Source: an optimization exercise on an open RTL-to-GDS flow (aim: small area and a short achievable clock period). Production flows keep margins and buffers that such runs may drop. In this exercise RTL edits were held to simulation tests only and were not proved equivalent to the original.

==> flow/design.v (excerpt) <==
module top (
  input  logic        clk,
  input  logic        rst_n,
  input  logic [15:0] setpoint,
  input  logic [15:0] feedback,
  input  logic [15:0] Kp,
  input  logic [15:0] Ki,
  input  logic [15:0] Kd,
  input  logic [15:0] clk_prescaler,
  output logic [15:0] control_signal
);
For scale: ~110 I/O pins, roughly 16,000 µm² of cells after synthesis.
clock: 12.5 ns
lec_check: 0
abc_area: 1
cap_margin: 20
core_margin: 2
core_utilization: 40
setup_slack_margin: 5
slew_margin: 20
synth_hierarchical: 1
synth_minimum_keep_size: 0
standard.sh (not shown) runs the stock make flow with config.mk's settings and CLKGATE_MAP_FILE= SYNTH_SCRIPT=/design/flow/synth_recipe.tcl, a recipe that flattens the netlist after the stock synthesis.
==> flow/flow/run.sh <==
#!/bin/bash
# The standard layout, with the port buffers made of plain buf_1 cells
# instead of the delay buffers buffer_ports picks on its own, and a larger
# setup margin for timing repair.
set -euo pipefail
export BUFFER_PORTS_ARGS="-buffer_cell sky130_fd_sc_hd__buf_1"
bash standard.sh SETUP_SLACK_MARGIN=7.2 finish > standard.log 2>&1
The starting point finished clean.
Change:
==> flow/run.sh (new file) <==
#!/bin/bash
# synth_recipe.tcl (not shown) runs the flow's synth.tcl, then flattens the netlist and writes it again
# the make line also repeats each setting of config.mk as NAME=value (left out here)
make -C /OpenROAD-flow-scripts/flow DESIGN_CONFIG=/design/flow/config.mk WORK_HOME=/design/flow/orfs CLKGATE_MAP_FILE= SYNTH_SCRIPT=/design/flow/synth_recipe.tcl finish
removed: flow/flow/run.sh
removed: flow/standard.sh
=> Count of clock-buffer cells in the layout is unchanged; cell area shrinks by about 8%; non-clock buffer count shrinks by 79.

========
top, a different RTL version from the one above (not shown whole).
For scale: roughly 1400 cells after synthesis, ~120 flip-flops, ~16000 sq um of cells after synthesis.
clock: 12.5 ns
lec_check: 0
cap_margin: 20
core_margin: 2
core_utilization: 40
cts_buf_list: sky130_fd_sc_hd__clkbuf_4 sky130_fd_sc_hd__clkbuf_8
cts_cluster_size: 40
setup_slack_margin: 5
slew_margin: 20
synth_hierarchical: 1
synth_minimum_keep_size: 0
==> flow/flow/run.sh <==
#!/bin/bash
# The standard layout, with the port buffers made of plain buf_1 cells
# instead of the delay buffers buffer_ports picks on its own, and a larger
# setup margin for timing repair.
set -euo pipefail
export BUFFER_PORTS_ARGS="-buffer_cell sky130_fd_sc_hd__buf_1"
bash standard.sh SETUP_SLACK_MARGIN=6.5 SKIP_GATE_CLONING=1 finish > standard.log 2>&1
The starting point completed without violations.
Change:
--- a/flow/flow/run.sh
+++ b/flow/flow/run.sh
@@ -7 +7 @@
-bash standard.sh SETUP_SLACK_MARGIN=6.5 SKIP_GATE_CLONING=1 finish > standard.log 2>&1
+bash standard.sh SETUP_SLACK_MARGIN=6.5 finish > standard.log 2>&1
--- a/flow/config.mk
+++ b/flow/config.mk
@@ -12,0 +13,2 @@
+export GPL_ROUTABILITY_DRIVEN = 0
+export PLACE_DENSITY = 0.7
Outcome: The new run went through all stages and came out clean. Setup slack loses 22 ps. Wire length barely changes. Die area stays the same. Fmax fell by 0.36%. Global-route usage goes down by 0.15 points. Final cell count went up by 0.53%. Sequential share of layout area falls by 0.18 points. Utilization climbs by 0.54 points. Synthesized area does not change.

========
top again, from the RTL that the note above started with.
clock: 12.5 ns
lec_check: 0
cap_margin: 20
core_margin: 2
core_utilization: 40
setup_slack_margin: 5
slew_margin: 20
synth_hierarchical: 1
synth_minimum_keep_size: 0
==> flow/flow/run.sh <==
#!/bin/bash
# The standard layout, with the port buffers made of plain buf_1 cells
# instead of the delay buffers buffer_ports picks on its own, and a larger
# setup margin for timing repair.
set -euo pipefail
export BUFFER_PORTS_ARGS="-buffer_cell sky130_fd_sc_hd__buf_1"
bash standard.sh SETUP_SLACK_MARGIN=6.5 finish > standard.log 2>&1
The baseline finished with timing, DRC and antenna clean.
Then changed:
--- a/flow/flow/run.sh
+++ b/flow/flow/run.sh
@@ -6,2 +6,2 @@
 export BUFFER_PORTS_ARGS="-buffer_cell sky130_fd_sc_hd__buf_1"
-bash standard.sh SETUP_SLACK_MARGIN=6.5 finish > standard.log 2>&1
+bash standard.sh SETUP_SLACK_MARGIN=6.8 finish > standard.log 2>&1
Core utilization is higher by 1.5 points.
Routed wire length is higher by a few percent.
Global-route usage is higher by 1.1 points.
Register-to-register slack improved by 30 ps.
Worst setup slack got worse by 9.4 ps.
Final cell count is higher slightly.
Via count is higher slightly.
Critical path depth is higher by 2.
Cell area is higher by a few percent.
Synthesized cell count does not change.
Count of clock-buffer cells in the layout is unchanged.

==> re-timing with driven ports <==
In the flow no input, the clock included, has a driving cell. The finished layouts below were timed again as built, in two steps.
Step 1 assumes that a clkbuf_16 drives the clock port and a buf_2 every other input.
Step 2 also shifts input and output timing later by t, the mid clock arrival at the registers, as if the neighbouring blocks saw the same clock.
a / b / c = ideal ports / drivers / drivers and shift; a / b = the first two.
run	t, ns	setup slack, ns	hold WS [ns]
the first run of note 1	0.423	6.101 / 6.116 / 5.693	0.494 / 0.494 / 0.494
the second run of note 1	0.410	5.214 / 5.234 / 4.824	0.493 / 0.493 / 0.493
the first run of note 2	0.493	6.564 / 6.590 / 6.097	0.526 / 0.526 / 0.526
the second run of note 2	0.508	6.542 / 6.568 / 6.060	0.496 / 0.496 / 0.496
the first run of note 3	0.470	6.554 / 6.568 / 6.114	0.523 / 0.523 / 0.523
the second run of note 3	0.479	6.545 / 6.557 / 6.077	0.496 / 0.496 / 0.496
After both steps setup and hold are still met in every run listed. The setup slack of the second run of note 2, which loses most, moves by +0.026 ns with the drivers and by -0.482 ns with both steps.
